Context: an optimization exercise on an open-source flow, tuned for small area. The choices shown serve that exercise and are no tape-out recipe. The RTL was checked by simulation tests, not by an equivalence proof against the original design. The clock port is modelled as an ideal driver, which makes a skipped or thinned clock tree look cheaper than it is; a real chip needs a root buffer or a tree. Power is estimated from default activity; no workload was simulated.

==> module stopwatch, before the edit <==
module stopwatch (
    input clk,
    input pb_rst,
    input pb_pause,
    input sw_select,
    input sw_mode,
    output [6:0] seven_seg,
    output [3:0] anode_count,
    output [1:0] Led
);
  wire rst = pb_rst;
  reg [3:0] q;
  reg [9:0] b;
  reg par;
  reg [2:0] k;
  wire slot_end = ~q[2] & ~q[1] & ~q[0];
  wire [10:0] b_inc = {1'b0, b} + {10'd0, slot_end};
  wire tick = b_inc[10];
  wire [3:0] k_inc = {1'b0, k} + {3'd0, tick};
  wire k_wrap = k_inc[3];
  always @(posedge clk) begin
    if (rst) begin
      q <= 4'b0111;
      b <= 10'd1023;
      par <= 1'b0;
      k <= 3'd3;
    end else begin
      q <= {~q[2:0], q[3] ^ (q[2] & ~q[0])};
      b <= b_inc[9:0] | {5'd0, tick, tick, 3'd0};
      par <= par ^ tick;
      k <= k_inc[2:0] | {1'b0, k_wrap, k_wrap};
    end
  end
  wire clk10 = par ^ tick;
  reg [16:0] p;
  reg pause;
  wire p_x = (p == 17'h05555);
  always @(posedge clk) begin
    if (rst | ~pb_pause) p <= 17'h155d4;
    else p <= {~p[15:0], (p[16] ^ p[13]) | p_x};
    if (rst) pause <= 1'b0;
    else if (p_x) pause <= ~pause;
  end
  reg [3:0] s1;
  reg [2:0] s10;
  reg [3:0] m1;
  reg [2:0] m10;
  wire upd = tick & ~pause & ~k[2] & (~par | sw_mode);
  wire selmin = sw_mode & sw_select;
  wire s1_9 = s1[3] & s1[0];
  wire s_max = s1_9 & s10[2] & s10[0];
  wire m1_9 = m1[3] & m1[0];
  wire m_max = m1_9 & m10[2] & m10[0];
  wire m_63 = m10[2] & m10[1] & m1[1] & m1[0];
  wire s_inc = upd & ~selmin;
  wire m_inc = upd & (selmin | s_max);
  always @(posedge clk) begin
    if (rst) begin
      s1 <= 4'd0;
      s10 <= 3'd0;
      m1 <= 4'd0;
      m10 <= 3'd0;
    end else begin
      if (s_inc) begin
        if (s1_9) begin
          s1 <= 4'd0;
          s10 <= (s10[2] & s10[0]) ? 3'd0 : s10 + 3'd1;
        end else s1 <= s1 + 4'd1;
      end
      if (m_inc) begin
        if ((m_max & s_max) | m_63) begin
          m1 <= 4'd0;
          m10 <= 3'd0;
        end else if (m1_9) begin
          m1 <= 4'd0;
          m10 <= m10 + 3'd1;
        end else m1 <= m1 + 4'd1;
      end
    end
  end
  reg [3:0] dig;
  always @(*) begin
    case (b[1:0])
      2'd3: dig = {1'b0, m10};
      2'd0: dig = m1;
      2'd1: dig = {1'b0, s10};
      default: dig = s1;
    endcase
  end
  reg [6:0] seg;
  always @(*) begin
    case (dig)
      4'd0: seg = 7'b0000001;
      4'd1: seg = 7'b1001111;
      4'd2: seg = 7'b0010010;
      4'd3: seg = 7'b0000110;
      4'd4: seg = 7'b1001100;
      4'd5: seg = 7'b0100100;
      4'd6: seg = 7'b0100000;
      4'd7: seg = 7'b0001111;
      4'd8: seg = 7'b0000000;
      4'd9: seg = 7'b0000100;
      default: seg = 7'b1111111;
    endcase
  end
  wire show_min = b[1] ~^ b[0];
  wire blank = clk10 & sw_mode & ~pause & ~(sw_select ^ show_min);
  assign seven_seg = seg | {7{blank}};
  assign anode_count = {b[1:0] != 2'd3, b[1:0] != 2'd0, b[1:0] != 2'd1, b[1:0] != 2'd2};
  assign Led = {pause, rst};
endmodule
==> flow/config.mk <==
export PLATFORM = sky130hd
export DESIGN_NAME = stopwatch
export DESIGN_NICKNAME = stopwatch
export VERILOG_FILES = /design/flow/design.v
export SDC_FILE = /design/flow/constraint.sdc
export NUM_CORES = 4
export LEC_CHECK = 0
export CAP_MARGIN = 20
export CORE_MARGIN = 2
export CORE_UTILIZATION = 40
export SLEW_MARGIN = 20
==> flow/constraint.sdc <==
create_clock -name core_clock -period 10.0 [get_ports {clk}]
set_input_delay 2.0000 -clock core_clock [delete_from_list [all_inputs] [get_ports {clk}]]
set_output_delay 2.0000 -clock core_clock [all_outputs]
set_load 0.01 [all_outputs]
standard.sh (not shown) runs the stock make flow with config.mk's settings and CLKGATE_MAP_FILE= SYNTH_SCRIPT=/design/flow/synth_recipe.tcl, a recipe that flattens the netlist after the stock synthesis.
==> flow/flow/run.sh <==
#!/bin/bash
# Own layout flow: the standard ORFS flow, with
#  - synthesis mapped by an area-oriented abc script (flow/abc.script) and no
#    half/full-adder extraction; everything else in synth_recipe.tcl unchanged
#  - small buffers on the ports
#  - a clock tree of one buffer (flow/pre_cts.tcl)
set -euo pipefail
W=$PWD
cat > $W/my_synth.tcl <<EOS
proc abc {args} {
  set i [lsearch -exact \$args -script]
  if {\$i >= 0} { set args [lreplace \$args [expr {\$i + 1}] [expr {\$i + 1}] $W/flow/abc.script] }
  yosys abc {*}\$args
}
source $W/synth_recipe.tcl
EOS
export FLOW_CLK_BUF=sky130_fd_sc_hd__clkbuf_8
export FLOW_CLK_K=3
bash standard.sh SYNTH_SCRIPT=$W/my_synth.tcl ADDER_MAP_FILE= \
  "BUFFER_PORTS_ARGS=-buffer_cell sky130_fd_sc_hd__buf_1" \
  PRE_CTS_TCL=$W/flow/pre_cts.tcl \
  finish > $W/standard.log 2>&1
Other scripts of this flow, unchanged in this note and not shown: flow/flow/abc.script, flow/flow/pre_cts.tcl
Next try:
--- a/flow/design.v
+++ b/flow/design.v
@@ -10,27 +10,26 @@
 );
   wire rst = pb_rst;
-  reg [3:0] q;
+  reg [4:0] q;
   reg [9:0] b;
-  reg par;
-  reg [2:0] k;
-  wire slot_end = ~q[2] & ~q[1] & ~q[0];
+  reg [3:0] d;
+  wire slot_end = q[4] & q[3];
   wire [10:0] b_inc = {1'b0, b} + {10'd0, slot_end};
   wire tick = b_inc[10];
-  wire [3:0] k_inc = {1'b0, k} + {3'd0, tick};
-  wire k_wrap = k_inc[3];
+  wire [4:0] d_inc = {1'b0, d} + {4'd0, tick};
+  wire d_wrap = d_inc[4];
   always @(posedge clk) begin
     if (rst) begin
-      q <= 4'b0111;
+      q <= 5'b10010;
       b <= 10'd1023;
-      par <= 1'b0;
-      k <= 3'd3;
+      d <= 4'd6;
     end else begin
-      q <= {~q[2:0], q[3] ^ (q[2] & ~q[0])};
+      q <= ~{q[3:0], q[4]};
       b <= b_inc[9:0] | {5'd0, tick, tick, 3'd0};
-      par <= par ^ tick;
-      k <= k_inc[2:0] | {1'b0, k_wrap, k_wrap};
+      d <= d_inc[3:0] | {1'b0, d_wrap, d_wrap, 1'b0};
     end
   end
-  wire clk10 = par ^ tick;
+  wire clk10 = d[0] ^ tick;
+  wire d_first  = ~d[3] & ~d[0];
+  wire d_second = ~d[2] & d[1] & d[0];
   reg [16:0] p;
   reg pause;
@@ -46,5 +45,5 @@
   reg [3:0] m1;
   reg [2:0] m10;
-  wire upd = tick & ~pause & ~k[2] & (~par | sw_mode);
+  wire upd = tick & ~pause & (d_first | (sw_mode & d_second));
   wire selmin = sw_mode & sw_select;
   wire s1_9 = s1[3] & s1[0];
Outcome: The new run went through all stages and came out clean; routed wire length went up by a few percent; final cell count went up by a few percent; design area went up slightly; synthesized cell count went up by a few percent; sequential share of layout area went up by 0.12 points; worst setup slack gets worse by 0.27 ns; clock power went up slightly; first-iteration DRC count went up by a few percent; area after synthesis went up slightly; total power went up by roughly a tenth; via count went up by a few percent; sequential cell count went up by 1.
In every run of this note, the design's own scripts or RTL, not TritonCTS, make the clock network.

-- static timing again, ports no longer ideal --
The results above use ideal ports. As a check the final layouts listed here were re-extracted and re-timed, cells and wires unchanged.
Step 1: set_driving_cell puts a clkbuf_16 on clk and a buf_2 on each other input, an assumption about the parent block.
Step 2 also shifts input and output timing later by t, the mid clock arrival at the registers, as if the neighbouring blocks saw the same clock.
Three values: ideal, step 1, step 2; two values: the first two.
run	t (ns)	slack for setup (ns)	clock arrival spread, ns	worst data-port slew with drivers (ns)
the first run	0.192	4.580 / 4.538 / 4.552	0.030 / 0.029	0.04
the second run	0.198	4.306 / 4.269 / 4.269	0.007 / 0.007	0.05
After both steps every run listed still meets setup and hold. For the second run, which loses most, drivers alone change the setup slack by -0.037 ns; drivers and shift together by -0.037 ns.
